From an optimization exercise on the open Yosys and OpenROAD flow, aimed at small area; shortcuts taken in it are not production practice.
Only simulation tests tie the RTL to the original design; equivalence was not proved.
Power figures rest on the tool's default switching activity, not on a simulated workload.

==> flow/design.v, too long to show whole: its modules and the start of the top module <==
// module rca: 18 lines
// module ge_r: 15 lines
// module fpadd: 49 lines
// module fpadd_pos: 27 lines
// module fpmul_tail: 24 lines
// module mant_mul: 327 lines
// module fpmul: 9 lines
// module mulc_0_0: 124 lines
// module mulc_0_1: 125 lines
// module mulc_0_2: 122 lines
// module mulc_0_3: 124 lines
// module mulc_0_4: 122 lines
// module mulc_0_5: 122 lines
// module mulc_0_6: 125 lines
// module mulc_0_7: 118 lines
// module mulc_0_8: 125 lines
// module mulc_0_9: 125 lines
// module mulc_0_10: 125 lines
// module mulc_0_11: 125 lines
// module mulc_0_12: 125 lines
// module mulc_0_13: 125 lines
// module mulc_0_14: 125 lines
// module mulc_0_15: 125 lines
// module mulc_1_0: 122 lines
// module mulc_1_1: 105 lines
// module mulc_1_2: 122 lines
// module mulc_1_3: 118 lines
// module mulc_1_4: 122 lines
// module mulc_1_5: 121 lines
// module mulc_1_6: 122 lines
// module mulc_1_7: 122 lines
// module mulc_1_8: 105 lines
// module mulc_1_9: 122 lines
// module mulc_1_10: 125 lines
// module mulc_1_11: 122 lines
// module mulc_1_12: 125 lines
// module mulc_1_13: 125 lines
// module mulc_1_14: 122 lines
// module mulc_1_15: 125 lines
// module mulc_2_0: 118 lines
// module mulc_2_1: 118 lines
// module mulc_2_2: 122 lines
// module mulc_2_3: 104 lines
// module mulc_2_4: 102 lines
// module mulc_2_5: 122 lines
// module mulc_2_6: 71 lines
// module mulc_2_7: 118 lines
// module mulc_2_8: 125 lines
// module mulc_2_9: 118 lines
// module mulc_2_10: 56 lines
// module mulc_2_11: 121 lines
// module mulc_2_12: 121 lines
// module mulc_2_13: 76 lines
// module mulc_2_14: 118 lines
// module mulc_2_15: 121 lines
// module CNNEngine: 1278 lines
module CNNEngine(
  input         clock,
  input         reset,
  input  [15:0] io_inputA_0,
  input  [15:0] io_inputA_1,
  input  [15:0] io_inputA_2,
  input  [15:0] io_inputA_3,
  input  [15:0] io_inputA_4,
  input  [15:0] io_inputA_5,
  input  [15:0] io_inputA_6,
  input  [15:0] io_inputA_7,
  input  [15:0] io_inputA_8,
  input  [15:0] io_inputB_0,
  input  [15:0] io_inputB_1,
  input  [15:0] io_inputB_2,
  input  [15:0] io_inputB_3,
  input  [15:0] io_inputB_4,
  input  [15:0] io_inputB_5,
  input  [15:0] io_inputB_6,
  input  [15:0] io_inputB_7,
  input  [15:0] io_inputB_8,
  input  [2:0]  io_DemuxSel0,
  input  [2:0]  io_DemuxSel,
  input         io_DemuxEn0_0,
  input         io_DemuxEn0_1,
  input         io_DemuxEn0_2,
  input         io_DemuxEn0_3,
  input         io_DemuxEn0_4,
  input         io_DemuxEn0_5,
  input         io_DemuxEn0_6,
  input         io_DemuxEn0_7,
  input         io_DemuxEn_0,
  input         io_DemuxEn_1,
  input         io_DemuxEn_2,
  input         io_DemuxEn_3,
  input         io_DemuxEn_4,
  input         io_DemuxEn_5,
  input         io_DemuxEn_6,
  input         io_DemuxEn_7,
  input         io_DemuxEn_8,
  input         io_DemuxEn_9,
  input         io_DemuxEn_10,
  input         io_DemuxEn_11,
  input         io_DemuxEn_12,
  input         io_DemuxEn_13,
  input         io_DemuxEn_14,
  input         io_DemuxEn_15,
  input         io_DemuxEn_16,
  input         io_DemuxEn_17,
  input         io_DemuxEn_18,
  input         io_DemuxEn_19,
  input         io_DemuxEn_20,
  input         io_DemuxEn_21,
  input         io_DemuxEn_22,
  input         io_DemuxEn_23,
  input         io_DemuxEn_24,
  input         io_DemuxEn_25,
  input         io_DemuxEn_26,
  input         io_DemuxEn_27,
  input         io_DemuxEn_28,
  input         io_DemuxEn_29,
  input         io_DemuxEn_30,
  input         io_DemuxEn_31,
  input         io_DemuxEn_32,
  input         io_DemuxEn_33,
  input         io_DemuxEn_34,
  input         io_DemuxEn_35,
  input         io_DemuxEn_36,
  input         io_DemuxEn_37,
  input         io_DemuxEn_38,
  input         io_DemuxEn_39,
  input         io_DemuxEn_40,
  input         io_DemuxEn_41,
  input         io_DemuxEn_42,
  input         io_DemuxEn_43,
  input         io_DemuxEn_44,
  input         io_DemuxEn_45,
  input         io_DemuxEn_46,
  input         io_DemuxEn_47,
  input         io_DemuxEn_48,
  input         io_DemuxEn_49,
  input         io_DemuxEn_50,
  input         io_DemuxEn_51,
  input         io_DemuxEn_52,
  input         io_DemuxEn_53,
  input         io_DemuxEn_54,
  input         io_DemuxEn_55,
  input         io_DemuxEn_56,
  input         io_DemuxEn_57,
  input         io_DemuxEn_58,
  input         io_DemuxEn_59,
  input         io_DemuxEn_60,
  input         io_DemuxEn_61,
  input         io_DemuxEn_62,
  input         io_DemuxEn_63,
  input  [1:0]  io_FCMuxSel,
  input         io_FCDemuxEn_0,
  input         io_FCDemuxEn_1,
  input         io_FCDemuxEn_2,
  // ...
==> flow/flow/run.sh <==
#!/bin/bash
set -euo pipefail
WORK=$(pwd)
rm -rf "$WORK/scripts_abc"
cp -r "$FLOW_HOME/scripts" "$WORK/scripts_abc"
cp "$WORK/flow/abc.script" "$WORK/scripts_abc/abc_speed.script"
export SCRIPTS_DIR="$WORK/scripts_abc"
export ADDER_MAP_FILE=""
bash "$WORK/standard.sh" > "$WORK/standard_flow.log" 2>&1
==> flow/flow/abc.script <==
strash
&get -n
&fraig -x
&put
dc2
strash
dch -f
amap -m -F 3 -A 8
strash
dc2
dch -f
amap -m -F 3 -A 8
==> flow/standard.sh <==
#!/bin/bash
# synth_recipe.tcl (not shown) runs the flow's synth.tcl, then flattens the netlist and writes it again
# the make line also repeats each setting of config.mk as NAME=value (left out here)
make -C /OpenROAD-flow-scripts/flow DESIGN_CONFIG=/design/flow/config.mk WORK_HOME=/design/flow/orfs CLKGATE_MAP_FILE= SYNTH_SCRIPT=/design/flow/synth_recipe.tcl "${@:-finish}"
==> flow/config.mk <==
export PLATFORM = sky130hd
export DESIGN_NAME = CNNEngine
export DESIGN_NICKNAME = CNNEngine
export VERILOG_FILES = /design/flow/design.v
export SDC_FILE = /design/flow/constraint.sdc
export NUM_CORES = 8
export LEC_CHECK = 0
export CAP_MARGIN = 20
export CORE_MARGIN = 2
export CORE_UTILIZATION = 40
export CTS_BUF_LIST = sky130_fd_sc_hd__clkbuf_4
export SLEW_MARGIN = 20
==> flow/constraint.sdc <==
create_clock -name core_clock -period 18.0 [get_ports {clock}]
set_input_delay 3.6000 -clock core_clock [delete_from_list [all_inputs] [get_ports {clock}]]
set_output_delay 3.6000 -clock core_clock [all_outputs]
set_load 0.01 [all_outputs]
==> flow_metrics.tcl, run 1 <==
set metrics [dict create \
    rrSetupSlack_ns 4.06 \
    antennaDiodeCount 81 \
    whs_ns 0.2940 \
    r2r_start "c2_1[1]" \
    synth_xor_area_frac 0.0007006 \
    synth_simple_gate_area_share 0.2329 \
    powerComb_mw 23.0 \
    worst-path-max-fanout 32 \
    hold_viol_final 0 \
    r2r-end "c3[13]" \
    p_leak_nw 103.4 \
    dr.pass1.iters 9 \
    final_net_count 43794 \
    switching_power_mw 19.53 \
    critPathTopFamily "compound AO/OA/AOI/OAI gates" \
    taps 8671 \
    p_per_area_mw_per_mm2 133.4 \
    synth_top_family_by_area "compound AO/OA/AOI/OAI gates" \
    internal_power_mw 19.73 \
    grt_overflow 0 \
    place_worst_setup_slack_ns 4.136 \
    endpoint_kind "register" \
    synth.avg_cell_area_um2 6.313 \
    wl_per_cell_um 21.03 \
    seq_area_frac_synth 0.2495 \
    cts.repair.resized 0 \
    synth-seq-cells 3272 \
    wl_met2_mm 466.7 \
    status "complete, no violations" \
]
==> module fpadd_pos, before the edit <==
module fpadd_pos (
  input  [14:0] a,
  input  [14:0] b,
  output [14:0] y
);
  wire [4:0] ea = a[14:10];
  wire [4:0] eb = b[14:10];
  wire [4:0] dab;
  wire cab;
  rca #(5) s1 (.a(ea), .b(~eb), .ci(1'b1), .s(dab), .co(cab));   
  wire swap = ~cab;
  wire [4:0] d = swap ? (5'd0 - dab) : dab;
  wire [4:0] eB = swap ? eb : ea;
  wire [9:0] fB = swap ? b[9:0] : a[9:0];
  wire [9:0] fS = swap ? a[9:0] : b[9:0];
  wire far = d[4] | (d[3] & (d[2] | d[1]));
  wire [10:0] sh = far ? 11'd0 : ({1'b1, fS} >> d[3:0]);
  wire [10:0] s11;
  wire co;
  rca #(11) add (.a({1'b1, fB}), .b(sh), .ci(1'b0), .s(s11), .co(co));
  wire bothzero = ~|{a, b};
  wire [4:0] e1 = eB + 5'd1;
  wire sat = co & (&e1);
  wire [4:0] ex = co ? {e1[4:1], e1[0] & ~sat} : eB;
  wire [9:0] fr = (co ? s11[10:1] : s11[9:0]) | {10{sat}};
  assign y = {ex[4:1], ex[0] & ~bothzero, fr};
endmodule
==> inputs of run 2 (changes only) <==
--- a/flow/design.v
+++ b/flow/design.v
@@ -82,35 +82,35 @@
 endmodule
 module fpadd_pos (
   input  [14:0] a,
   input  [14:0] b,
   output [14:0] y
 );
   wire [4:0] ea = a[14:10];
   wire [4:0] eb = b[14:10];
-  wire [4:0] dab;
-  wire cab;
+  wire [4:0] dab, dba;
+  wire cab, cba;
   rca #(5) s1 (.a(ea), .b(~eb), .ci(1'b1), .s(dab), .co(cab));   
   wire swap = ~cab;
   wire [4:0] d = swap ? (5'd0 - dab) : dab;
   wire [4:0] eB = swap ? eb : ea;
   wire [9:0] fB = swap ? b[9:0] : a[9:0];
   wire [9:0] fS = swap ? a[9:0] : b[9:0];
   wire far = d[4] | (d[3] & (d[2] | d[1]));
   wire [10:0] sh = far ? 11'd0 : ({1'b1, fS} >> d[3:0]);
   wire [10:0] s11;
   wire co;
   rca #(11) add (.a({1'b1, fB}), .b(sh), .ci(1'b0), .s(s11), .co(co));
   wire bothzero = ~|{a, b};
+  wire sat = co & (eB == 5'd30);
   wire [4:0] e1 = eB + 5'd1;
-  wire sat = co & (&e1);
-  wire [4:0] ex = co ? {e1[4:1], e1[0] & ~sat} : eB;
-  wire [9:0] fr = (co ? s11[10:1] : s11[9:0]) | {10{sat}};
-  assign y = {ex[4:1], ex[0] & ~bothzero, fr};
+  assign y = bothzero ? 15'd0 :
+             sat ? {5'd30, 10'h3ff} :
+             co ? {e1, s11[10:1]} : {eB, s11[9:0]};
 endmodule
 module fpmul_tail (
   input  [15:0] a,
   input  [15:0] b,
   input  [10:0] ph,
   output [15:0] y
 );
   wire [4:0] ra = a[14:10];
@@ -131,337 +131,272 @@
              over  ? {s, 5'd30, 10'h3ff} :
                      {s, e5, m};
 endmodule
 module mant_mul (
   input  [9:0]  fa,
   input  [9:0]  fb,
   output [10:0] ph
 );
-  wire p0_0 = fa[0] & fb[0];
-  wire p0_1 = fa[0] & fb[1];
-  wire p0_2 = fa[0] & fb[2];
-  wire p0_3 = fa[0] & fb[3];
-  wire p0_4 = fa[0] & fb[4];
-  wire p0_5 = fa[0] & fb[5];
-  wire p0_6 = fa[0] & fb[6];
-  wire p0_7 = fa[0] & fb[7];
-  wire p0_8 = fa[0] & fb[8];
-  wire p0_9 = fa[0] & fb[9];
-  wire p1_0 = fa[1] & fb[0];
-  wire p1_1 = fa[1] & fb[1];
-  wire p1_2 = fa[1] & fb[2];
-  wire p1_3 = fa[1] & fb[3];
-  wire p1_4 = fa[1] & fb[4];
-  wire p1_5 = fa[1] & fb[5];
-  wire p1_6 = fa[1] & fb[6];
-  wire p1_7 = fa[1] & fb[7];
-  wire p1_8 = fa[1] & fb[8];
-  wire p1_9 = fa[1] & fb[9];
-  wire p2_0 = fa[2] & fb[0];
-  wire p2_1 = fa[2] & fb[1];
-  wire p2_2 = fa[2] & fb[2];
-  wire p2_3 = fa[2] & fb[3];
-  wire p2_4 = fa[2] & fb[4];
-  wire p2_5 = fa[2] & fb[5];
-  wire p2_6 = fa[2] & fb[6];
-  wire p2_7 = fa[2] & fb[7];
-  wire p2_8 = fa[2] & fb[8];
-  wire p2_9 = fa[2] & fb[9];
-  wire p3_0 = fa[3] & fb[0];
-  wire p3_1 = fa[3] & fb[1];
-  wire p3_2 = fa[3] & fb[2];
-  wire p3_3 = fa[3] & fb[3];
-  wire p3_4 = fa[3] & fb[4];
-  wire p3_5 = fa[3] & fb[5];
-  wire p3_6 = fa[3] & fb[6];
-  wire p3_7 = fa[3] & fb[7];
-  wire p3_8 = fa[3] & fb[8];
-  wire p3_9 = fa[3] & fb[9];
-  wire p4_0 = fa[4] & fb[0];
-  wire p4_1 = fa[4] & fb[1];
-  wire p4_2 = fa[4] & fb[2];
-  wire p4_3 = fa[4] & fb[3];
-  wire p4_4 = fa[4] & fb[4];
-  wire p4_5 = fa[4] & fb[5];
-  wire p4_6 = fa[4] & fb[6];
-  wire p4_7 = fa[4] & fb[7];
-  wire p4_8 = fa[4] & fb[8];
-  wire p4_9 = fa[4] & fb[9];
-  wire p5_0 = fa[5] & fb[0];
-  wire p5_1 = fa[5] & fb[1];
-  wire p5_2 = fa[5] & fb[2];
-  wire p5_3 = fa[5] & fb[3];
-  wire p5_4 = fa[5] & fb[4];
-  wire p5_5 = fa[5] & fb[5];
-  wire p5_6 = fa[5] & fb[6];
-  wire p5_7 = fa[5] & fb[7];
-  wire p5_8 = fa[5] & fb[8];
-  wire p5_9 = fa[5] & fb[9];
-  wire p6_0 = fa[6] & fb[0];
-  wire p6_1 = fa[6] & fb[1];
-  wire p6_2 = fa[6] & fb[2];
-  wire p6_3 = fa[6] & fb[3];
-  wire p6_4 = fa[6] & fb[4];
-  wire p6_5 = fa[6] & fb[5];
-  wire p6_6 = fa[6] & fb[6];
-  wire p6_7 = fa[6] & fb[7];
-  wire p6_8 = fa[6] & fb[8];
-  wire p6_9 = fa[6] & fb[9];
-  wire p7_0 = fa[7] & fb[0];
-  wire p7_1 = fa[7] & fb[1];
-  wire p7_2 = fa[7] & fb[2];
-  wire p7_3 = fa[7] & fb[3];
-  wire p7_4 = fa[7] & fb[4];
-  wire p7_5 = fa[7] & fb[5];
-  wire p7_6 = fa[7] & fb[6];
-  wire p7_7 = fa[7] & fb[7];
-  wire p7_8 = fa[7] & fb[8];
-  wire p7_9 = fa[7] & fb[9];
-  wire p8_0 = fa[8] & fb[0];
-  wire p8_1 = fa[8] & fb[1];
-  wire p8_2 = fa[8] & fb[2];
-  wire p8_3 = fa[8] & fb[3];
-  wire p8_4 = fa[8] & fb[4];
-  wire p8_5 = fa[8] & fb[5];
-  wire p8_6 = fa[8] & fb[6];
-  wire p8_7 = fa[8] & fb[7];
-  wire p8_8 = fa[8] & fb[8];
-  wire p8_9 = fa[8] & fb[9];
-  wire p9_0 = fa[9] & fb[0];
-  wire p9_1 = fa[9] & fb[1];
-  wire p9_2 = fa[9] & fb[2];
-  wire p9_3 = fa[9] & fb[3];
-  wire p9_4 = fa[9] & fb[4];
-  wire p9_5 = fa[9] & fb[5];
-  wire p9_6 = fa[9] & fb[6];
-  wire p9_7 = fa[9] & fb[7];
-  wire p9_8 = fa[9] & fb[8];
-  wire p9_9 = fa[9] & fb[9];
-  wire t1 = p0_9 ^ p1_8;
-  wire t2 = p0_9 & p1_8;
-  wire t3 = fa[0] ^ p1_9 ^ p2_8;
-  wire t4 = (fa[0] & p1_9) | (fa[0] & p2_8) | (p1_9 & p2_8);
-  wire t5 = p3_7 ^ p4_6;
-  wire t6 = p3_7 & p4_6;
-  wire t7 = fa[1] ^ p2_9 ^ p3_8;
-  wire t8 = (fa[1] & p2_9) | (fa[1] & p3_8) | (p2_9 & p3_8);
-  wire t9 = p4_7 ^ p5_6;
-  wire t10 = p4_7 & p5_6;
-  wire t11 = fa[2] ^ p3_9 ^ p4_8;
-  wire t12 = (fa[2] & p3_9) | (fa[2] & p4_8) | (p3_9 & p4_8);
-  wire t13 = p0_6 ^ p1_5;
-  wire t14 = p0_6 & p1_5;
-  wire t15 = p0_7 ^ p1_6 ^ p2_5;
-  wire t16 = (p0_7 & p1_6) | (p0_7 & p2_5) | (p1_6 & p2_5);
-  wire t17 = p3_4 ^ p4_3;
-  wire t18 = p3_4 & p4_3;
-  wire t19 = p0_8 ^ p1_7 ^ p2_6;
-  wire t20 = (p0_8 & p1_7) | (p0_8 & p2_6) | (p1_7 & p2_6);
-  wire t21 = p3_5 ^ p4_4 ^ p5_3;
-  wire t22 = (p3_5 & p4_4) | (p3_5 & p5_3) | (p4_4 & p5_3);
-  wire t23 = p6_2 ^ p7_1;
-  wire t24 = p6_2 & p7_1;
-  wire t25 = p2_7 ^ p3_6 ^ p4_5;
-  wire t26 = (p2_7 & p3_6) | (p2_7 & p4_5) | (p3_6 & p4_5);
-  wire t27 = p5_4 ^ p6_3 ^ p7_2;
-  wire t28 = (p5_4 & p6_3) | (p5_4 & p7_2) | (p6_3 & p7_2);
-  wire t29 = p8_1 ^ p9_0 ^ t1;
-  wire t30 = (p8_1 & p9_0) | (p8_1 & t1) | (p9_0 & t1);
-  wire t31 = p5_5 ^ p6_4 ^ p7_3;
-  wire t32 = (p5_5 & p6_4) | (p5_5 & p7_3) | (p6_4 & p7_3);
-  wire t33 = p8_2 ^ p9_1 ^ fb[0];
-  wire t34 = (p8_2 & p9_1) | (p8_2 & fb[0]) | (p9_1 & fb[0]);
-  wire t35 = t2 ^ t3 ^ t5;
-  wire t36 = (t2 & t3) | (t2 & t5) | (t3 & t5);
-  wire t37 = p6_5 ^ p7_4 ^ p8_3;
-  wire t38 = (p6_5 & p7_4) | (p6_5 & p8_3) | (p7_4 & p8_3);
-  wire t39 = p9_2 ^ fb[1] ^ t4;
-  wire t40 = (p9_2 & fb[1]) | (p9_2 & t4) | (fb[1] & t4);
-  wire t41 = t6 ^ t7 ^ t9;
-  wire t42 = (t6 & t7) | (t6 & t9) | (t7 & t9);
-  wire t43 = p5_7 ^ p6_6 ^ p7_5;
-  wire t44 = (p5_7 & p6_6) | (p5_7 & p7_5) | (p6_6 & p7_5);
-  wire t45 = p8_4 ^ p9_3 ^ fb[2];
-  wire t46 = (p8_4 & p9_3) | (p8_4 & fb[2]) | (p9_3 & fb[2]);
-  wire t47 = t8 ^ t10 ^ t11;
-  wire t48 = (t8 & t10) | (t8 & t11) | (t10 & t11);
-  wire t49 = fa[3] ^ p4_9 ^ p5_8;
-  wire t50 = (fa[3] & p4_9) | (fa[3] & p5_8) | (p4_9 & p5_8);
-  wire t51 = p6_7 ^ p7_6 ^ p8_5;
-  wire t52 = (p6_7 & p7_6) | (p6_7 & p8_5) | (p7_6 & p8_5);
-  wire t53 = p9_4 ^ fb[3] ^ t12;
-  wire t54 = (p9_4 & fb[3]) | (p9_4 & t12) | (fb[3] & t12);
-  wire t55 = fa[4] ^ p5_9 ^ p6_8;
-  wire t56 = (fa[4] & p5_9) | (fa[4] & p6_8) | (p5_9 & p6_8);
-  wire t57 = p7_7 ^ p8_6 ^ p9_5;
-  wire t58 = (p7_7 & p8_6) | (p7_7 & p9_5) | (p8_6 & p9_5);
-  wire t59 = fa[5] ^ p6_9 ^ p7_8;
-  wire t60 = (fa[5] & p6_9) | (fa[5] & p7_8) | (p6_9 & p7_8);
-  wire t61 = p0_4 ^ p1_3;
-  wire t62 = p0_4 & p1_3;
-  wire t63 = p0_5 ^ p1_4 ^ p2_3;
-  wire t64 = (p0_5 & p1_4) | (p0_5 & p2_3) | (p1_4 & p2_3);
-  wire t65 = p3_2 ^ p4_1;
-  wire t66 = p3_2 & p4_1;
-  wire t67 = p2_4 ^ p3_3 ^ p4_2;
-  wire t68 = (p2_4 & p3_3) | (p2_4 & p4_2) | (p3_3 & p4_2);
-  wire t69 = p5_1 ^ p6_0 ^ t13;
-  wire t70 = (p5_1 & p6_0) | (p5_1 & t13) | (p6_0 & t13);
-  wire t71 = p5_2 ^ p6_1 ^ p7_0;
-  wire t72 = (p5_2 & p6_1) | (p5_2 & p7_0) | (p6_1 & p7_0);
-  wire t73 = t14 ^ t15 ^ t17;
-  wire t74 = (t14 & t15) | (t14 & t17) | (t15 & t17);
-  wire t75 = p8_0 ^ t16 ^ t18;
-  wire t76 = (p8_0 & t16) | (p8_0 & t18) | (t16 & t18);
-  wire t77 = t19 ^ t21 ^ t23;
-  wire t78 = (t19 & t21) | (t19 & t23) | (t21 & t23);
-  wire t79 = t20 ^ t22 ^ t24;
-  wire t80 = (t20 & t22) | (t20 & t24) | (t22 & t24);
-  wire t81 = t25 ^ t27 ^ t29;
-  wire t82 = (t25 & t27) | (t25 & t29) | (t27 & t29);
-  wire t83 = t26 ^ t28 ^ t30;
-  wire t84 = (t26 & t28) | (t26 & t30) | (t28 & t30);
-  wire t85 = t31 ^ t33 ^ t35;
-  wire t86 = (t31 & t33) | (t31 & t35) | (t33 & t35);
-  wire t87 = t32 ^ t34 ^ t36;
-  wire t88 = (t32 & t34) | (t32 & t36) | (t34 & t36);
-  wire t89 = t37 ^ t39 ^ t41;
-  wire t90 = (t37 & t39) | (t37 & t41) | (t39 & t41);
-  wire t91 = t38 ^ t40 ^ t42;
-  wire t92 = (t38 & t40) | (t38 & t42) | (t40 & t42);
-  wire t93 = t43 ^ t45 ^ t47;
-  wire t94 = (t43 & t45) | (t43 & t47) | (t45 & t47);
-  wire t95 = t44 ^ t46 ^ t48;
-  wire t96 = (t44 & t46) | (t44 & t48) | (t46 & t48);
-  wire t97 = t49 ^ t51 ^ t53;
-  wire t98 = (t49 & t51) | (t49 & t53) | (t51 & t53);
-  wire t99 = fb[4] ^ t50 ^ t52;
-  wire t100 = (fb[4] & t50) | (fb[4] & t52) | (t50 & t52);
-  wire t101 = t54 ^ t55 ^ t57;
-  wire t102 = (t54 & t55) | (t54 & t57) | (t55 & t57);
-  wire t103 = p8_7 ^ p9_6 ^ fb[5];
-  wire t104 = (p8_7 & p9_6) | (p8_7 & fb[5]) | (p9_6 & fb[5]);
-  wire t105 = t56 ^ t58 ^ t59;
-  wire t106 = (t56 & t58) | (t56 & t59) | (t58 & t59);
-  wire t107 = fa[6] ^ p7_9 ^ p8_8;
-  wire t108 = (fa[6] & p7_9) | (fa[6] & p8_8) | (p7_9 & p8_8);
-  wire t109 = p9_7 ^ fb[6] ^ t60;
-  wire t110 = (p9_7 & fb[6]) | (p9_7 & t60) | (fb[6] & t60);
-  wire t111 = fa[7] ^ p8_9 ^ p9_8;
-  wire t112 = (fa[7] & p8_9) | (fa[7] & p9_8) | (p8_9 & p9_8);
-  wire t113 = p0_3 ^ p1_2;
-  wire t114 = p0_3 & p1_2;
-  wire t115 = p2_2 ^ p3_1 ^ p4_0;
-  wire t116 = (p2_2 & p3_1) | (p2_2 & p4_0) | (p3_1 & p4_0);
-  wire t117 = p5_0 ^ t62 ^ t63;
-  wire t118 = (p5_0 & t62) | (p5_0 & t63) | (t62 & t63);
-  wire t119 = t64 ^ t66 ^ t67;
-  wire t120 = (t64 & t66) | (t64 & t67) | (t66 & t67);
-  wire t121 = t68 ^ t70 ^ t71;
-  wire t122 = (t68 & t70) | (t68 & t71) | (t70 & t71);
-  wire t123 = t72 ^ t74 ^ t75;
-  wire t124 = (t72 & t74) | (t72 & t75) | (t74 & t75);
-  wire t125 = t76 ^ t78 ^ t79;
-  wire t126 = (t76 & t78) | (t76 & t79) | (t78 & t79);
-  wire t127 = t80 ^ t82 ^ t83;
-  wire t128 = (t80 & t82) | (t80 & t83) | (t82 & t83);
-  wire t129 = t84 ^ t86 ^ t87;
-  wire t130 = (t84 & t86) | (t84 & t87) | (t86 & t87);
-  wire t131 = t88 ^ t90 ^ t91;
-  wire t132 = (t88 & t90) | (t88 & t91) | (t90 & t91);
-  wire t133 = t92 ^ t94 ^ t95;
-  wire t134 = (t92 & t94) | (t92 & t95) | (t94 & t95);
-  wire t135 = t96 ^ t98 ^ t99;
-  wire t136 = (t96 & t98) | (t96 & t99) | (t98 & t99);
-  wire t137 = t100 ^ t102 ^ t103;
-  wire t138 = (t100 & t102) | (t100 & t103) | (t102 & t103);
-  wire t139 = t104 ^ t106 ^ t107;
-  wire t140 = (t104 & t106) | (t104 & t107) | (t106 & t107);
-  wire t141 = fb[7] ^ t108 ^ t110;
-  wire t142 = (fb[7] & t108) | (fb[7] & t110) | (t108 & t110);
-  wire t143 = fa[8] ^ p9_9 ^ fb[8];
-  wire t144 = (fa[8] & p9_9) | (fa[8] & fb[8]) | (p9_9 & fb[8]);
-  wire t145 = p0_2 ^ p1_1;
-  wire t146 = p0_2 & p1_1;
-  wire t147 = p2_1 ^ p3_0 ^ t113;
-  wire t148 = (p2_1 & p3_0) | (p2_1 & t113) | (p3_0 & t113);
-  wire t149 = t61 ^ t114 ^ t115;
-  wire t150 = (t61 & t114) | (t61 & t115) | (t114 & t115);
-  wire t151 = t65 ^ t116 ^ t117;
-  wire t152 = (t65 & t116) | (t65 & t117) | (t116 & t117);
-  wire t153 = t69 ^ t118 ^ t119;
-  wire t154 = (t69 & t118) | (t69 & t119) | (t118 & t119);
-  wire t155 = t73 ^ t120 ^ t121;
-  wire t156 = (t73 & t120) | (t73 & t121) | (t120 & t121);
-  wire t157 = t77 ^ t122 ^ t123;
-  wire t158 = (t77 & t122) | (t77 & t123) | (t122 & t123);
-  wire t159 = t81 ^ t124 ^ t125;
-  wire t160 = (t81 & t124) | (t81 & t125) | (t124 & t125);
-  wire t161 = t85 ^ t126 ^ t127;
-  wire t162 = (t85 & t126) | (t85 & t127) | (t126 & t127);
-  wire t163 = t89 ^ t128 ^ t129;
-  wire t164 = (t89 & t128) | (t89 & t129) | (t128 & t129);
-  wire t165 = t93 ^ t130 ^ t131;
-  wire t166 = (t93 & t130) | (t93 & t131) | (t130 & t131);
-  wire t167 = t97 ^ t132 ^ t133;
-  wire t168 = (t97 & t132) | (t97 & t133) | (t132 & t133);
-  wire t169 = t101 ^ t134 ^ t135;
-  wire t170 = (t101 & t134) | (t101 & t135) | (t134 & t135);
-  wire t171 = t105 ^ t136 ^ t137;
-  wire t172 = (t105 & t136) | (t105 & t137) | (t136 & t137);
-  wire t173 = t109 ^ t138 ^ t139;
-  wire t174 = (t109 & t138) | (t109 & t139) | (t138 & t139);
-  wire t175 = t111 ^ t140 ^ t141;
-  wire t176 = (t111 & t140) | (t111 & t141) | (t140 & t141);
-  wire t177 = t112 ^ t142 ^ t143;
-  wire t178 = (t112 & t142) | (t112 & t143) | (t142 & t143);
-  wire t179 = fa[9] ^ fb[9] ^ t144;
-  wire t180 = (fa[9] & fb[9]) | (fa[9] & t144) | (fb[9] & t144);
-  wire t181 = p0_1 ^ p1_0;
-  wire t182 = p0_1 & p1_0;
-  wire t183 = p2_0 ^ t145 ^ t182;
-  wire t184 = (p2_0 & t145) | (p2_0 & t182) | (t145 & t182);
-  wire t185 = t146 ^ t147 ^ t184;
-  wire t186 = (t146 & t147) | (t146 & t184) | (t147 & t184);
-  wire t187 = t148 ^ t149 ^ t186;
-  wire t188 = (t148 & t149) | (t148 & t186) | (t149 & t186);
-  wire t189 = t150 ^ t151 ^ t188;
-  wire t190 = (t150 & t151) | (t150 & t188) | (t151 & t188);
-  wire t191 = t152 ^ t153 ^ t190;
-  wire t192 = (t152 & t153) | (t152 & t190) | (t153 & t190);
-  wire t193 = t154 ^ t155 ^ t192;
-  wire t194 = (t154 & t155) | (t154 & t192) | (t155 & t192);
-  wire t195 = t156 ^ t157 ^ t194;
-  wire t196 = (t156 & t157) | (t156 & t194) | (t157 & t194);
-  wire t197 = t158 ^ t159 ^ t196;
-  wire t198 = (t158 & t159) | (t158 & t196) | (t159 & t196);
-  wire t199 = t160 ^ t161 ^ t198;
-  wire t200 = (t160 & t161) | (t160 & t198) | (t161 & t198);
-  wire t201 = t162 ^ t163 ^ t200;
-  wire t202 = (t162 & t163) | (t162 & t200) | (t163 & t200);
-  wire t203 = t164 ^ t165 ^ t202;
-  wire t204 = (t164 & t165) | (t164 & t202) | (t165 & t202);
-  wire t205 = t166 ^ t167 ^ t204;
-  wire t206 = (t166 & t167) | (t166 & t204) | (t167 & t204);
-  wire t207 = t168 ^ t169 ^ t206;
-  wire t208 = (t168 & t169) | (t168 & t206) | (t169 & t206);
-  wire t209 = t170 ^ t171 ^ t208;
-  wire t210 = (t170 & t171) | (t170 & t208) | (t171 & t208);
-  wire t211 = t172 ^ t173 ^ t210;
-  wire t212 = (t172 & t173) | (t172 & t210) | (t173 & t210);
-  wire t213 = t174 ^ t175 ^ t212;
-  wire t214 = (t174 & t175) | (t174 & t212) | (t175 & t212);
-  wire t215 = t176 ^ t177 ^ t214;
-  wire t216 = (t176 & t177) | (t176 & t214) | (t177 & t214);
-  wire t217 = t178 ^ t179 ^ t216;
-  wire t218 = (t178 & t179) | (t178 & t216) | (t179 & t216);
-  wire t219 = 1'b1 ^ t180 ^ t218;
-  wire t220 = (1'b1 & t180) | (1'b1 & t218) | (t180 & t218);
-  assign ph = {t220, t219, t217, t215, t213, t211, t209, t207, t205, t203, t201};
+  wire ng0 = fb[1];
+  wire on0 = fb[0] ^ 1'b0;
+  wire tw0 = (fb[1] & ~fb[0] & ~1'b0) | (~fb[1] & fb[0] & 1'b0);
+  wire m0_0 = ((on0 & fa[0]) | (tw0 & 1'b0)) ^ ng0;
+  wire m0_1 = ((on0 & fa[1]) | (tw0 & fa[0])) ^ ng0;
+  wire m0_2 = ((on0 & fa[2]) | (tw0 & fa[1])) ^ ng0;
+  wire m0_3 = ((on0 & fa[3]) | (tw0 & fa[2])) ^ ng0;
+  wire m0_4 = ((on0 & fa[4]) | (tw0 & fa[3])) ^ ng0;
+  wire m0_5 = ((on0 & fa[5]) | (tw0 & fa[4])) ^ ng0;
+  wire m0_6 = ((on0 & fa[6]) | (tw0 & fa[5])) ^ ng0;
+  wire m0_7 = ((on0 & fa[7]) | (tw0 & fa[6])) ^ ng0;
+  wire m0_8 = ((on0 & fa[8]) | (tw0 & fa[7])) ^ ng0;
+  wire m0_9 = ((on0 & fa[9]) | (tw0 & fa[8])) ^ ng0;
+  wire m0_10 = ((on0 & 1'b1) | (tw0 & fa[9])) ^ ng0;
+  wire m0_11 = ((on0 & 1'b0) | (tw0 & 1'b1)) ^ ng0;
+  wire nn0 = ~ng0;
+  wire ng1 = fb[3];
+  wire on1 = fb[2] ^ fb[1];
+  wire tw1 = (fb[3] & ~fb[2] & ~fb[1]) | (~fb[3] & fb[2] & fb[1]);
+  wire m1_0 = ((on1 & fa[0]) | (tw1 & 1'b0)) ^ ng1;
+  wire m1_1 = ((on1 & fa[1]) | (tw1 & fa[0])) ^ ng1;
+  wire m1_2 = ((on1 & fa[2]) | (tw1 & fa[1])) ^ ng1;
+  wire m1_3 = ((on1 & fa[3]) | (tw1 & fa[2])) ^ ng1;
+  wire m1_4 = ((on1 & fa[4]) | (tw1 & fa[3])) ^ ng1;
+  wire m1_5 = ((on1 & fa[5]) | (tw1 & fa[4])) ^ ng1;
+  wire m1_6 = ((on1 & fa[6]) | (tw1 & fa[5])) ^ ng1;
+  wire m1_7 = ((on1 & fa[7]) | (tw1 & fa[6])) ^ ng1;
+  wire m1_8 = ((on1 & fa[8]) | (tw1 & fa[7])) ^ ng1;
+  wire m1_9 = ((on1 & fa[9]) | (tw1 & fa[8])) ^ ng1;
+  wire m1_10 = ((on1 & 1'b1) | (tw1 & fa[9])) ^ ng1;
+  wire m1_11 = ((on1 & 1'b0) | (tw1 & 1'b1)) ^ ng1;
+  wire nn1 = ~ng1;
+  wire ng2 = fb[5];
+  wire on2 = fb[4] ^ fb[3];
+  wire tw2 = (fb[5] & ~fb[4] & ~fb[3]) | (~fb[5] & fb[4] & fb[3]);
+  wire m2_0 = ((on2 & fa[0]) | (tw2 & 1'b0)) ^ ng2;
+  wire m2_1 = ((on2 & fa[1]) | (tw2 & fa[0])) ^ ng2;
+  wire m2_2 = ((on2 & fa[2]) | (tw2 & fa[1])) ^ ng2;
+  wire m2_3 = ((on2 & fa[3]) | (tw2 & fa[2])) ^ ng2;
+  wire m2_4 = ((on2 & fa[4]) | (tw2 & fa[3])) ^ ng2;
+  wire m2_5 = ((on2 & fa[5]) | (tw2 & fa[4])) ^ ng2;
+  wire m2_6 = ((on2 & fa[6]) | (tw2 & fa[5])) ^ ng2;
+  wire m2_7 = ((on2 & fa[7]) | (tw2 & fa[6])) ^ ng2;
+  wire m2_8 = ((on2 & fa[8]) | (tw2 & fa[7])) ^ ng2;
+  wire m2_9 = ((on2 & fa[9]) | (tw2 & fa[8])) ^ ng2;
+  wire m2_10 = ((on2 & 1'b1) | (tw2 & fa[9])) ^ ng2;
+  wire m2_11 = ((on2 & 1'b0) | (tw2 & 1'b1)) ^ ng2;
+  wire nn2 = ~ng2;
+  wire ng3 = fb[7];
+  wire on3 = fb[6] ^ fb[5];
+  wire tw3 = (fb[7] & ~fb[6] & ~fb[5]) | (~fb[7] & fb[6] & fb[5]);
+  wire m3_0 = ((on3 & fa[0]) | (tw3 & 1'b0)) ^ ng3;
+  wire m3_1 = ((on3 & fa[1]) | (tw3 & fa[0])) ^ ng3;
+  wire m3_2 = ((on3 & fa[2]) | (tw3 & fa[1])) ^ ng3;
+  wire m3_3 = ((on3 & fa[3]) | (tw3 & fa[2])) ^ ng3;
+  wire m3_4 = ((on3 & fa[4]) | (tw3 & fa[3])) ^ ng3;
+  wire m3_5 = ((on3 & fa[5]) | (tw3 & fa[4])) ^ ng3;
+  wire m3_6 = ((on3 & fa[6]) | (tw3 & fa[5])) ^ ng3;
+  wire m3_7 = ((on3 & fa[7]) | (tw3 & fa[6])) ^ ng3;
+  wire m3_8 = ((on3 & fa[8]) | (tw3 & fa[7])) ^ ng3;
+  wire m3_9 = ((on3 & fa[9]) | (tw3 & fa[8])) ^ ng3;
+  wire m3_10 = ((on3 & 1'b1) | (tw3 & fa[9])) ^ ng3;
+  wire m3_11 = ((on3 & 1'b0) | (tw3 & 1'b1)) ^ ng3;
+  wire nn3 = ~ng3;
+  wire ng4 = fb[9];
+  wire on4 = fb[8] ^ fb[7];
+  wire tw4 = (fb[9] & ~fb[8] & ~fb[7]) | (~fb[9] & fb[8] & fb[7]);
+  wire m4_0 = ((on4 & fa[0]) | (tw4 & 1'b0)) ^ ng4;
+  wire m4_1 = ((on4 & fa[1]) | (tw4 & fa[0])) ^ ng4;
+  wire m4_2 = ((on4 & fa[2]) | (tw4 & fa[1])) ^ ng4;
+  wire m4_3 = ((on4 & fa[3]) | (tw4 & fa[2])) ^ ng4;
+  wire m4_4 = ((on4 & fa[4]) | (tw4 & fa[3])) ^ ng4;
+  wire m4_5 = ((on4 & fa[5]) | (tw4 & fa[4])) ^ ng4;
+  wire m4_6 = ((on4 & fa[6]) | (tw4 & fa[5])) ^ ng4;
+  wire m4_7 = ((on4 & fa[7]) | (tw4 & fa[6])) ^ ng4;
+  wire m4_8 = ((on4 & fa[8]) | (tw4 & fa[7])) ^ ng4;
+  wire m4_9 = ((on4 & fa[9]) | (tw4 & fa[8])) ^ ng4;
+  wire m4_10 = ((on4 & 1'b1) | (tw4 & fa[9])) ^ ng4;
+  wire m4_11 = ((on4 & 1'b0) | (tw4 & 1'b1)) ^ ng4;
+  wire nn4 = ~ng4;
+  wire ng5 = 1'b0;
+  wire on5 = 1'b1 ^ fb[9];
+  wire tw5 = (1'b0 & ~1'b1 & ~fb[9]) | (~1'b0 & 1'b1 & fb[9]);
+  wire m5_0 = ((on5 & fa[0]) | (tw5 & 1'b0)) ^ ng5;
+  wire m5_1 = ((on5 & fa[1]) | (tw5 & fa[0])) ^ ng5;
+  wire m5_2 = ((on5 & fa[2]) | (tw5 & fa[1])) ^ ng5;
+  wire m5_3 = ((on5 & fa[3]) | (tw5 & fa[2])) ^ ng5;
+  wire m5_4 = ((on5 & fa[4]) | (tw5 & fa[3])) ^ ng5;
+  wire m5_5 = ((on5 & fa[5]) | (tw5 & fa[4])) ^ ng5;
+  wire m5_6 = ((on5 & fa[6]) | (tw5 & fa[5])) ^ ng5;
+  wire m5_7 = ((on5 & fa[7]) | (tw5 & fa[6])) ^ ng5;
+  wire m5_8 = ((on5 & fa[8]) | (tw5 & fa[7])) ^ ng5;
+  wire m5_9 = ((on5 & fa[9]) | (tw5 & fa[8])) ^ ng5;
+  wire m5_10 = ((on5 & 1'b1) | (tw5 & fa[9])) ^ ng5;
+  wire m5_11 = ((on5 & 1'b0) | (tw5 & 1'b1)) ^ ng5;
+  wire t1 = nn0 ^ m1_10;
+  wire t2 = nn0 & m1_10;
+  wire t3 = m1_11 ^ m2_9;
+  wire t4 = m1_11 & m2_9;
+  wire t5 = m0_6 ^ m1_4;
+  wire t6 = m0_6 & m1_4;
+  wire t7 = m0_7 ^ m1_5;
+  wire t8 = m0_7 & m1_5;
+  wire t9 = m0_8 ^ m1_6 ^ m2_4;
+  wire t10 = (m0_8 & m1_6) | (m0_8 & m2_4) | (m1_6 & m2_4);
+  wire t11 = m3_2 ^ m4_0;
+  wire t12 = m3_2 & m4_0;
+  wire t13 = m0_9 ^ m1_7 ^ m2_5;
+  wire t14 = (m0_9 & m1_7) | (m0_9 & m2_5) | (m1_7 & m2_5);
+  wire t15 = m3_3 ^ m4_1;
+  wire t16 = m3_3 & m4_1;
+  wire t17 = m0_10 ^ m1_8 ^ m2_6;
+  wire t18 = (m0_10 & m1_8) | (m0_10 & m2_6) | (m1_8 & m2_6);
+  wire t19 = m3_4 ^ m4_2 ^ m5_0;
+  wire t20 = (m3_4 & m4_2) | (m3_4 & m5_0) | (m4_2 & m5_0);
+  wire t21 = m0_11 ^ m1_9 ^ m2_7;
+  wire t22 = (m0_11 & m1_9) | (m0_11 & m2_7) | (m1_9 & m2_7);
+  wire t23 = m3_5 ^ m4_3 ^ m5_1;
+  wire t24 = (m3_5 & m4_3) | (m3_5 & m5_1) | (m4_3 & m5_1);
+  wire t25 = m2_8 ^ m3_6 ^ m4_4;
+  wire t26 = (m2_8 & m3_6) | (m2_8 & m4_4) | (m3_6 & m4_4);
+  wire t27 = m5_2 ^ 1'b1 ^ t1;
+  wire t28 = (m5_2 & 1'b1) | (m5_2 & t1) | (1'b1 & t1);
+  wire t29 = m3_7 ^ m4_5 ^ m5_3;
+  wire t30 = (m3_7 & m4_5) | (m3_7 & m5_3) | (m4_5 & m5_3);
+  wire t31 = 1'b1 ^ t2 ^ t3;
+  wire t32 = (1'b1 & t2) | (1'b1 & t3) | (t2 & t3);
+  wire t33 = nn1 ^ m2_10 ^ m3_8;
+  wire t34 = (nn1 & m2_10) | (nn1 & m3_8) | (m2_10 & m3_8);
+  wire t35 = m4_6 ^ m5_4 ^ t4;
+  wire t36 = (m4_6 & m5_4) | (m4_6 & t4) | (m5_4 & t4);
+  wire t37 = m2_11 ^ m3_9 ^ m4_7;
+  wire t38 = (m2_11 & m3_9) | (m2_11 & m4_7) | (m3_9 & m4_7);
+  wire t39 = m5_5 ^ 1'b1;
+  wire t40 = m5_5 & 1'b1;
+  wire t41 = nn2 ^ m3_10 ^ m4_8;
+  wire t42 = (nn2 & m3_10) | (nn2 & m4_8) | (m3_10 & m4_8);
+  wire t43 = m3_11 ^ m4_9;
+  wire t44 = m3_11 & m4_9;
+  wire t45 = m0_4 ^ m1_2;
+  wire t46 = m0_4 & m1_2;
+  wire t47 = m0_5 ^ m1_3;
+  wire t48 = m0_5 & m1_3;
+  wire t49 = m2_2 ^ m3_0 ^ ng3;
+  wire t50 = (m2_2 & m3_0) | (m2_2 & ng3) | (m3_0 & ng3);
+  wire t51 = m2_3 ^ m3_1 ^ t6;
+  wire t52 = (m2_3 & m3_1) | (m2_3 & t6) | (m3_1 & t6);
+  wire t53 = ng4 ^ t8 ^ t9;
+  wire t54 = (ng4 & t8) | (ng4 & t9) | (t8 & t9);
+  wire t55 = t10 ^ t12 ^ t13;
+  wire t56 = (t10 & t12) | (t10 & t13) | (t12 & t13);
+  wire t57 = t14 ^ t16 ^ t17;
+  wire t58 = (t14 & t16) | (t14 & t17) | (t16 & t17);
+  wire t59 = t18 ^ t20 ^ t21;
+  wire t60 = (t18 & t20) | (t18 & t21) | (t20 & t21);
+  wire t61 = t22 ^ t24 ^ t25;
+  wire t62 = (t22 & t24) | (t22 & t25) | (t24 & t25);
+  wire t63 = t26 ^ t28 ^ t29;
+  wire t64 = (t26 & t28) | (t26 & t29) | (t28 & t29);
+  wire t65 = t30 ^ t32 ^ t33;
+  wire t66 = (t30 & t32) | (t30 & t33) | (t32 & t33);
+  wire t67 = t34 ^ t36 ^ t37;
+  wire t68 = (t34 & t36) | (t34 & t37) | (t36 & t37);
+  wire t69 = m5_6 ^ t38 ^ t40;
+  wire t70 = (m5_6 & t38) | (m5_6 & t40) | (t38 & t40);
+  wire t71 = m5_7 ^ 1'b1 ^ t42;
+  wire t72 = (m5_7 & 1'b1) | (m5_7 & t42) | (1'b1 & t42);
+  wire t73 = nn3 ^ m4_10 ^ m5_8;
+  wire t74 = (nn3 & m4_10) | (nn3 & m5_8) | (m4_10 & m5_8);
+  wire t75 = m4_11 ^ m5_9;
+  wire t76 = m4_11 & m5_9;
+  wire t77 = m0_2 ^ m1_0;
+  wire t78 = m0_2 & m1_0;
+  wire t79 = m0_3 ^ m1_1;
+  wire t80 = m0_3 & m1_1;
+  wire t81 = m2_0 ^ ng2 ^ t45;
+  wire t82 = (m2_0 & ng2) | (m2_0 & t45) | (ng2 & t45);
+  wire t83 = m2_1 ^ t46 ^ t47;
+  wire t84 = (m2_1 & t46) | (m2_1 & t47) | (t46 & t47);
+  wire t85 = t5 ^ t48 ^ t49;
+  wire t86 = (t5 & t48) | (t5 & t49) | (t48 & t49);
+  wire t87 = t7 ^ t50 ^ t51;
+  wire t88 = (t7 & t50) | (t7 & t51) | (t50 & t51);
+  wire t89 = t11 ^ t52 ^ t53;
+  wire t90 = (t11 & t52) | (t11 & t53) | (t52 & t53);
+  wire t91 = t15 ^ t54 ^ t55;
+  wire t92 = (t15 & t54) | (t15 & t55) | (t54 & t55);
+  wire t93 = t19 ^ t56 ^ t57;
+  wire t94 = (t19 & t56) | (t19 & t57) | (t56 & t57);
+  wire t95 = t23 ^ t58 ^ t59;
+  wire t96 = (t23 & t58) | (t23 & t59) | (t58 & t59);
+  wire t97 = t27 ^ t60 ^ t61;
+  wire t98 = (t27 & t60) | (t27 & t61) | (t60 & t61);
+  wire t99 = t31 ^ t62 ^ t63;
+  wire t100 = (t31 & t62) | (t31 & t63) | (t62 & t63);
+  wire t101 = t35 ^ t64 ^ t65;
+  wire t102 = (t35 & t64) | (t35 & t65) | (t64 & t65);
+  wire t103 = t39 ^ t66 ^ t67;
+  wire t104 = (t39 & t66) | (t39 & t67) | (t66 & t67);
+  wire t105 = t41 ^ t68 ^ t69;
+  wire t106 = (t41 & t68) | (t41 & t69) | (t68 & t69);
+  wire t107 = t43 ^ t70 ^ t71;
+  wire t108 = (t43 & t70) | (t43 & t71) | (t70 & t71);
+  wire t109 = t44 ^ t72 ^ t73;
+  wire t110 = (t44 & t72) | (t44 & t73) | (t72 & t73);
+  wire t111 = 1'b1 ^ t74 ^ t75;
+  wire t112 = (1'b1 & t74) | (1'b1 & t75) | (t74 & t75);
+  wire t113 = nn4 ^ m5_10 ^ t76;
+  wire t114 = (nn4 & m5_10) | (nn4 & t76) | (m5_10 & t76);
+  wire t115 = m5_11 ^ 1'b1;
+  wire t116 = m5_11 & 1'b1;
+  wire t117 = m0_0 ^ ng0;
+  wire t118 = m0_0 & ng0;
+  wire t119 = m0_1 ^ t118;
+  wire t120 = m0_1 & t118;
+  wire t121 = ng1 ^ t77 ^ t120;
+  wire t122 = (ng1 & t77) | (ng1 & t120) | (t77 & t120);
+  wire t123 = t78 ^ t79 ^ t122;
+  wire t124 = (t78 & t79) | (t78 & t122) | (t79 & t122);
+  wire t125 = t80 ^ t81 ^ t124;
+  wire t126 = (t80 & t81) | (t80 & t124) | (t81 & t124);
+  wire t127 = t82 ^ t83 ^ t126;
+  wire t128 = (t82 & t83) | (t82 & t126) | (t83 & t126);
+  wire t129 = t84 ^ t85 ^ t128;
+  wire t130 = (t84 & t85) | (t84 & t128) | (t85 & t128);
+  wire t131 = t86 ^ t87 ^ t130;
+  wire t132 = (t86 & t87) | (t86 & t130) | (t87 & t130);
+  wire t133 = t88 ^ t89 ^ t132;
+  wire t134 = (t88 & t89) | (t88 & t132) | (t89 & t132);
+  wire t135 = t90 ^ t91 ^ t134;
+  wire t136 = (t90 & t91) | (t90 & t134) | (t91 & t134);
+  wire t137 = t92 ^ t93 ^ t136;
+  wire t138 = (t92 & t93) | (t92 & t136) | (t93 & t136);
+  wire t139 = t94 ^ t95 ^ t138;
+  wire t140 = (t94 & t95) | (t94 & t138) | (t95 & t138);
+  wire t141 = t96 ^ t97 ^ t140;
+  wire t142 = (t96 & t97) | (t96 & t140) | (t97 & t140);
+  wire t143 = t98 ^ t99 ^ t142;
+  wire t144 = (t98 & t99) | (t98 & t142) | (t99 & t142);
+  wire t145 = t100 ^ t101 ^ t144;
+  wire t146 = (t100 & t101) | (t100 & t144) | (t101 & t144);
+  wire t147 = t102 ^ t103 ^ t146;
+  wire t148 = (t102 & t103) | (t102 & t146) | (t103 & t146);
+  wire t149 = t104 ^ t105 ^ t148;
+  wire t150 = (t104 & t105) | (t104 & t148) | (t105 & t148);
+  wire t151 = t106 ^ t107 ^ t150;
+  wire t152 = (t106 & t107) | (t106 & t150) | (t107 & t150);
+  wire t153 = t108 ^ t109 ^ t152;
+  wire t154 = (t108 & t109) | (t108 & t152) | (t109 & t152);
+  wire t155 = t110 ^ t111 ^ t154;
+  wire t156 = (t110 & t111) | (t110 & t154) | (t111 & t154);
+  wire t157 = t112 ^ t113 ^ t156;
+  wire t158 = (t112 & t113) | (t112 & t156) | (t113 & t156);
+  wire t159 = t114 ^ t115 ^ t158;
+  wire t160 = (t114 & t115) | (t114 & t158) | (t115 & t158);
+  assign ph = {t159, t157, t155, t153, t151, t149, t147, t145, t143, t141, t139};
 endmodule
 module fpmul (
   input  [15:0] a,
   input  [15:0] b,
   output [15:0] y
 );
   wire [10:0] ph;
   mant_mul mm (.fa(a[9:0]), .fb(b[9:0]), .ph(ph));
==> flow/flow/run.sh (replaced) <==
#!/bin/bash
set -euo pipefail
WORK=$(pwd)
rm -rf "$WORK/scripts_abc"
cp -r "$FLOW_HOME/scripts" "$WORK/scripts_abc"
cp "$WORK/flow/abc.script" "$WORK/scripts_abc/abc_speed.script"
export SCRIPTS_DIR="$WORK/scripts_abc"
export ADDER_MAP_FILE=""
export BUFFER_PORTS_ARGS="-buffer_cell sky130_fd_sc_hd__buf_1"
bash "$WORK/standard.sh" > "$WORK/standard_flow.log" 2>&1
==> flow/flow/abc.script (replaced) <==
strash
&get -n
&fraig -x
&put
balance
rewrite
refactor
balance
rewrite
rewrite -z
balance
refactor -z
rewrite -z
balance
dc2
dch -f
amap -m -F 3 -A 8
strash
balance
rewrite
refactor
balance
rewrite
rewrite -z
balance
refactor -z
rewrite -z
balance
dc2
dch -f
amap -m -F 3 -A 8
strash
dc2
dch -f
amap -m -F 3 -A 8
==> run 2 against run 1 <==
Against the previous run: cell count is 3.1% lower; clock skew is 0.085 ns lower; combinational power is 46% higher; final area is 3.7% lower; worst hold slack worse by 0.012 ns; total power is 29% higher; maximum frequency is 1.8% higher; global-route usage is 0.78 points lower; synthesized area is 3.0% lower; die area is 3.0% lower.
==> flow_metrics.tcl, run 2 <==
set metrics [dict create \
    wl_mm 1054 \
    synth_edf_count 0 \
    synth_cell_types 63 \
    slew_headroom 0.1787 \
    reg2regPathDepth 68 \
    r2r_start "c1_0[1]" \
    arrival_ns 15.47 \
    hold_start "c1_8[5]" \
    syn_area_mm2 0.2546 \
    rrSetupSlack_ns 4.30 \
    gr-usage-all-layers 0.3065 \
    yosysWarnings 2 \
    root_buffer "clkbuf_4" \
    synth-seq-cells 3272 \
    fp.dieW_um 801.9 \
    min_period_over_period 0.7611 \
    fill_cells 67115 \
    synthFlopType "dfxtp_1" \
    synthMuxAreaShare 0 \
    setup_viol 0 \
    post_cts_buffers 0 \
    wl_per_cell_um 20.58 \
    max_freq_mhz 73.00 \
    dp_cells 49597 \
    startpoint_type "register" \
    die_y_um 801.9 \
    num_rows 293 \
    slew_violations 0 \
    synth_simple_gate_area_share 0.2312 \
    seq_area_frac_synth 0.2572 \
    ir_worst_vdd_mv 0.3254 \
    dieArea_mm2 0.6430 \
    grt_pass1_wl_mm 1589 \
    slowest_stage "clkinv_1" \
    synth_top_cell_area_share 0.2572 \
    drive_gt1_frac 0.04530 \
    cap_violations 0 \
    final_common_cell "nor2_1" \
    path_buf_inv 7 \
    synthCells 40143 \
    dr.pass1.iters 9 \
    dp_hpwl_mm 822.2 \
    place.port_buffers 542 \
    synth_compound_area_frac 0.4549 \
    p_leak_nw 98.06 \
    worst_hold_path_type "register to register" \
    synthAdderAreaFrac 0 \
    drt_iter0_markers 30743 \
    worst-path-max-fanout 27 \
    synth.avg_cell_area_um2 6.343 \
    final_cell_mix "nor2_1 (7931), o22ai_1 (5535), o21ai_0 (4934)" \
    synth_area_leaders "dfxtp_1 (26%), o22ai_1 (14%), nor2_1 (12%)" \
    grt_pass1_vias 276476 \
    antenna_left 0 \
    synth_common_cells "nor2_1 (7944), o22ai_1 (5536), o21ai_0 (4988), nand2_1 (3924), clkinv_1 (3776)" \
    holdBufCountCts 0 \
    grt_max_degree 130 \
    critPathTopFamily "compound AO/OA/AOI/OAI gates" \
    start_util 0.4008 \
    fin_util 0.4459 \
    yosysMostFrequentCell "nor2_1" \
    place.gp.congestion 1.004 \
    grt_overflow 0 \
    yosysTopAreaCell "dfxtp_1" \
    crit_type "register to register" \
    r2r-end "c2_0[14]" \
    fin_ws_ns 4.301 \
    io_pins 554 \
    hold_depth 0 \
    cts.repair.resized 0 \
    clock_skew_ns 0.1666 \
    finalCriticalPeriod_ns 13.70 \
    hold_viol_final 0 \
    h-tree-depth 6 \
    p_per_area_mw_per_mm2 178.2 \
    core_region_area_mm2 0.6353 \
    synth_xor_area_frac 0.0006191 \
    cts.sinks 3272 \
    viasPerCell 6.090 \
    tightestPinTransition_ns 1.224 \
    grt_antenna_before_repair 157 \
    place_worst_setup_slack_ns 4.210 \
    synth_top_family_by_area "compound AO/OA/AOI/OAI gates" \
    required_ns 19.77 \
    crit_top_cell "nor2_1" \
    fin_cells 51223 \
    status "complete, no violations" \
    synthArstFlopShare 0 \
    endpoint_kind "register" \
    final_net_count 42434 \
    cts_tree "done" \
    clk_latency_ns 1.95 \
    rsz0062_at_grt "false" \
    numCtsBuffers 864 \
    clk_pin_slew_worst_paths_ns 0.07 \
    cts_max_path_buffers 4 \
    cp_slowest_stage_delay_ns 0.78 \
    vias 311970 \
    drcViolationCount 0 \
    area_growth_syn_to_layout_pct 11.24 \
    min_delay_worst_endpoint "c2_8[5]" \
]
run 2: cell count changes after synthesis, sizes merged, moves of 148 or more:
| cell | delta |
|---|---|
| a21oi | +265 |
| a21o | +192 |
| o21ai | -822 |
| o221ai | -466 |
| clkinv | -416 |
| o22a | -523 |
| o22ai | +976 |
| nand2 | -821 |
| a31oi | +148 |
run 2: cell type report:
| class | count | area [um2] | area share |
|---|---|---|---|
| Sequential cell | 3272 | 65500 | 0.2312 |
| Inverter | 3776 | 14260 | 0.05033 |
| Multi-Input combinational cell | 33094 | 175200 | 0.6184 |
| Timing Repair Buffer | 1052 | 6021 | 0.02125 |
| Antenna cell | 99 | 247.7 | 0.0008746 |
| Tap cell | 8407 | 10520 | 0.03713 |
| Clock inverter | 322 | 2529 | 0.008927 |
| Clock buffer | 1201 | 9016 | 0.03183 |
run 2: cells by family (layout without fill, tap and decap cells):
family          after synthesis  after routing
compound gates            18782          18782
simple gates              14283          14283
buf+inv                    3787           6351
flops                      3272           3272
xor+xnor                     18             18
other cells                   1            110
run 2: worst reg2reg max path, delay by kind of cell, from the launching register on:
kind	cells	cell delay, ns
AOI/OAI and AO/OA	28	5.40
buffers and inverters	7	2.34
and+or+nand+nor	33	5.38
DFF	1	0.41
run 2: stage by stage:
stage	hold slack [ns]	cell area, um2	TNS [ns]	power [mW]
2_1_floorplan	0.3096	254800	-3.849	33.85
3_3_place_gp	0.3105	271300	0	42.68
3_5_place_dp	0.3121	271400	0	42.77
4_1_cts	0.2658	282900	0	49.99
5_1_grt	0.2822	283100	0	54.76
6_report	0.2822	283300	0	50.48
run 2: per-layer routing:
layer / GRT usage / wire length (um)
met5: 0 / 416
met2: 0.4911 / 462700
met3: 0.04935 / 88310
met4: 0.1524 / 56720
met1: 0.3995 / 446300
run 2: power breakdown:
part           leakage (nW)  switching, mW  total [mW]  internal, mW
Sequential             26.8           1.29        10.0          8.73
Combinational          64.5           21.9        33.5          11.6
Clock                  6.79           3.34        6.96          3.62
run 2: worst max path at each step:
stage,slack [ns],cells after the start,end,startpoint
final,4.30,68,c2_0[14],c1_0[1]
after global routing,2.33,72,c2_1[14],c1_2[2]
after CTS,4.18,67,c1_0[14],cp_1[1]
after detailed placement,4.21,67,c1_0[14],cp_1[1]
after global placement,3.93,83,digit[1],S_3[1]
after floorplan,-0.29,47,fp_1_7[9],io_FCMuxSel[1]
==> inputs of run 3 (changes only) <==
--- a/flow/config.mk
+++ b/flow/config.mk
@@ -7,3 +7,3 @@
 export LEC_CHECK = 0
-export CAP_MARGIN = 20
+export CAP_MARGIN = 35
 export CORE_MARGIN = 2
@@ -11,2 +11,2 @@
 export CTS_BUF_LIST = sky130_fd_sc_hd__clkbuf_4
-export SLEW_MARGIN = 20
+export SLEW_MARGIN = 30
==> run 3 against run 2 <==
Against the previous run: critical path type unchanged; clock-buffer cell count fell by 15; cell count is 0.11% higher; register-to-register slack improved by 0.11 ns; still clean on timing, DRC and antenna; combinational power about the same; sequential share of layout area about the same; non-clock buffer count rose by 54; clock power decreased by 2%; highest routed layer unchanged; maximum frequency up 0.82%; final area about the same.
==> flow_metrics.tcl, run 3 <==
set metrics [dict create \
    swShare 0.5277 \
    hold_start "fl4_0_0[2]" \
    synth_common_cells "nor2_1 (7944), o22ai_1 (5536), o21ai_0 (4988), nand2_1 (3924), clkinv_1 (3776)" \
    vias 312420 \
    seq_area_frac_synth 0.2572 \
    synthAdderAreaFrac 0 \
    holdBufCountCts 0 \
    rrSetupSlack_ns 4.41 \
    final_net_count 42490 \
    clk_pin_slew_worst_paths_ns 0.06 \
    endpoint_kind "register" \
    worst_hold_path_type "register to register" \
    grt_pass1_vias 276837 \
    cts.sinks 3272 \
    post_cts_buffers 0 \
    switching_power_mw 26.63 \
    wl_mm 1056 \
    min_delay_worst_endpoint "fl5_0[2]" \
    grt_overflow 0 \
    synth_simple_gate_area_share 0.2312 \
    crit_type "register to register" \
    synth_top_family_by_area "compound AO/OA/AOI/OAI gates" \
    crit_top_cell "nor2_1" \
    reg2regPathDepth 68 \
    place.gp.congestion 1.004 \
    syn_area_mm2 0.2546 \
    synthMuxAreaShare 0 \
    area_growth_syn_to_layout_pct 11.31 \
    cts_tree "done" \
    synth_compound_area_frac 0.4549 \
    hold_depth 0 \
    worst-path-max-fanout 27 \
    synthFlopType "dfxtp_1" \
    internal_power_mw 23.84 \
    slew_headroom 0.3079 \
    cts.repair.resized 0 \
    seq_power_share 0.198 \
    r2r-end "c4[12]" \
    synthArstFlopShare 0 \
    dp_hpwl_mm 822.6 \
    gr-usage-all-layers 0.3062 \
    r2r_start "c3[1]" \
    hold_viol_final 0 \
    synth_xor_area_frac 0.0006191 \
    rsz0062_at_grt "false" \
    grt_antenna_before_repair 158 \
    grt_pass1_wl_mm 1587 \
    cp_slowest_stage_delay_ns 0.78 \
    max_freq_mhz 73.60 \
    drcViolationCount 0 \
    h-tree-depth 6 \
    numCtsBuffers 866 \
    fp.dieW_um 801.9 \
    root_buffer "clkbuf_4" \
    finalCriticalPeriod_ns 13.59 \
    dieArea_mm2 0.6430 \
    slew_violations 0 \
    tightestPinTransition_ns 1.038 \
    final_cell_mix "nor2_1 (7930), o22ai_1 (5535), o21ai_0 (4921)" \
    slowest_stage "clkinv_1" \
    yosysMostFrequentCell "nor2_1" \
    setup_viol 0 \
    antenna_left 0 \
    wl_per_cell_um 20.59 \
    power.clock.fraction 0.136 \
    startpoint_type "register" \
    final_common_cell "nor2_1" \
    drt_iter0_markers 31237 \
    clk_latency_ns 1.93 \
    synthCells 40143 \
    num_rows 293 \
    place.port_buffers 542 \
    synth_area_leaders "dfxtp_1 (26%), o22ai_1 (14%), nor2_1 (12%)" \
    ir_worst_vdd_mv 0.3347 \
    cap_violations 0 \
    grt_max_degree 130 \
    p_per_area_mw_per_mm2 178.1 \
    min_period_over_period 0.7549 \
    dr.pass1.iters 9 \
    status "complete, no violations" \
    fin_tns_setup_ns 0 \
    arrival_ns 15.30 \
    p_leak_nw 98.25 \
    io_pins 554 \
    start_util 0.4008 \
    comb_power_share 0.666 \
    synth-seq-cells 3272 \
    whs_ns 0.2919 \
    required_ns 19.71 \
    yosysWarnings 2 \
    viasPerCell 6.093 \
    drive_gt1_frac 0.04670 \
    cts_max_path_buffers 4 \
    clock_skew_ns 0.1554 \
    core_region_area_mm2 0.6353 \
    synth_edf_count 0 \
    die_y_um 801.9 \
    synth_cell_types 63 \
    synth_top_cell_area_share 0.2572 \
    synth.avg_cell_area_um2 6.343 \
    yosysTopAreaCell "dfxtp_1" \
]
==> run 3: stage by stage <==
step	std cells	util	power, mW	setup WS, ns	instance area, um2
floorplan	40153	-	33.85	-0.2936	254800
global placement	49591	0.4270	42.68	3.932	271300
detailed placement	49628	0.4276	42.84	4.619	271700
CTS	51168	0.4455	49.94	4.526	283000
global route	51227	0.4459	54.73	2.487	283300
finish	51277	0.4461	50.47	4.412	283400
==> run 3: worst max path at each step <==
stage | cells past startpoint | slack, ns | end | start
2_1_floorplan | 47 | -0.29 | fp_1_7[9] | io_FCMuxSel[1]
3_3_place_gp | 83 | 3.93 | digit[1] | S_3[1]
3_5_place_dp | 68 | 4.62 | c4[12] | c3[1]
4_1_cts | 68 | 4.53 | c2_0[14] | c1_0[1]
5_1_grt | 67 | 2.49 | c1_0[14] | cp_1[2]
6_report | 68 | 4.41 | c4[12] | c3[1]
==> run 3: critical path: cells and delay by family, from the launching register on <==
kind	cells	cell delay (ns)
DFF	1	0.39
and+or+nand+nor	30	4.43
AOI/OAI and AO/OA	31	6.22
buffers and inverters	7	2.37
==> run 3: routing by layer <==
metal | global-route usage | vias up | wire [um]
li1 | - | 155577 | -
met2 | 0.4926 | 13225 | 464300
met4 | 0.1509 | 78 | 56130
met3 | 0.05131 | 2357 | 90320
met1 | 0.3966 | 141183 | 444400
met5 | 0 | - | 532
==> run 3: area by class of cell <==
cell class,instances,area (um2)
Tap cell,8407,10520
Sequential cell,3272,65500
Antenna cell,82,205.2
Fill cell,67127,351900
Clock buffer,1186,8904
Multi-Input combinational cell,33094,175200
Clock inverter,354,2410
Inverter,3776,14260
Timing Repair Buffer,1106,6416
==> run 3: kinds of logic after synthesis <==
kind of cell,count (synthesis)
DFF,3272
AOI/OAI and AO/OA,18782
buffers and inverters,3787
other,1
and+or+nand+nor,14283
xor gates and xnor gates,18
==> run 3: power by group through the flow <==
stage               Clock [mW]  Combinational, mW  Sequential (mW)
floorplan                    0               24.3             9.52
global placement             0               32.6             10.1
detailed placement           0               32.7             10.1
CTS                       7.00               33.0             9.98
global route              7.37               37.2             10.1
finish                    6.84               33.6             10.0

-- static timing again, ports no longer ideal --
How much do the figures lean on ideal ports? The routed layouts below were timed once more, with nothing changed but the port constraints.
Step 1 assumes that a clkbuf_16 drives the clock port and a buf_2 every other input.
Step 2 also shifts input and output timing later by t, the mid clock arrival at the registers, as if the neighbouring blocks saw the same clock.
Slacks: no drivers / after step 1 / after step 2; pairs: no drivers / after step 1.
run | shift t [ns] | setup slack, ns | clock arrival spread, ns | worst register clock-pin slew, ns | worst slew at a driven data input, ns
run 1 | 1.904 | 4.056 / 4.056 / 4.056 | 0.285 / 0.286 | 0.09 / 0.09 | 0.30
run 2 | 2.012 | 4.301 / 4.301 / 4.029 | 0.205 / 0.204 | 0.09 / 0.09 | 0.49
run 3 | 1.998 | 4.412 / 4.412 / 4.340 | 0.193 / 0.193 | 0.09 / 0.09 | 0.49
After both steps setup and hold are still met in every run listed. The setup slack of run 2, which loses most, moves by 0.000 ns with the drivers and by -0.272 ns with both steps.
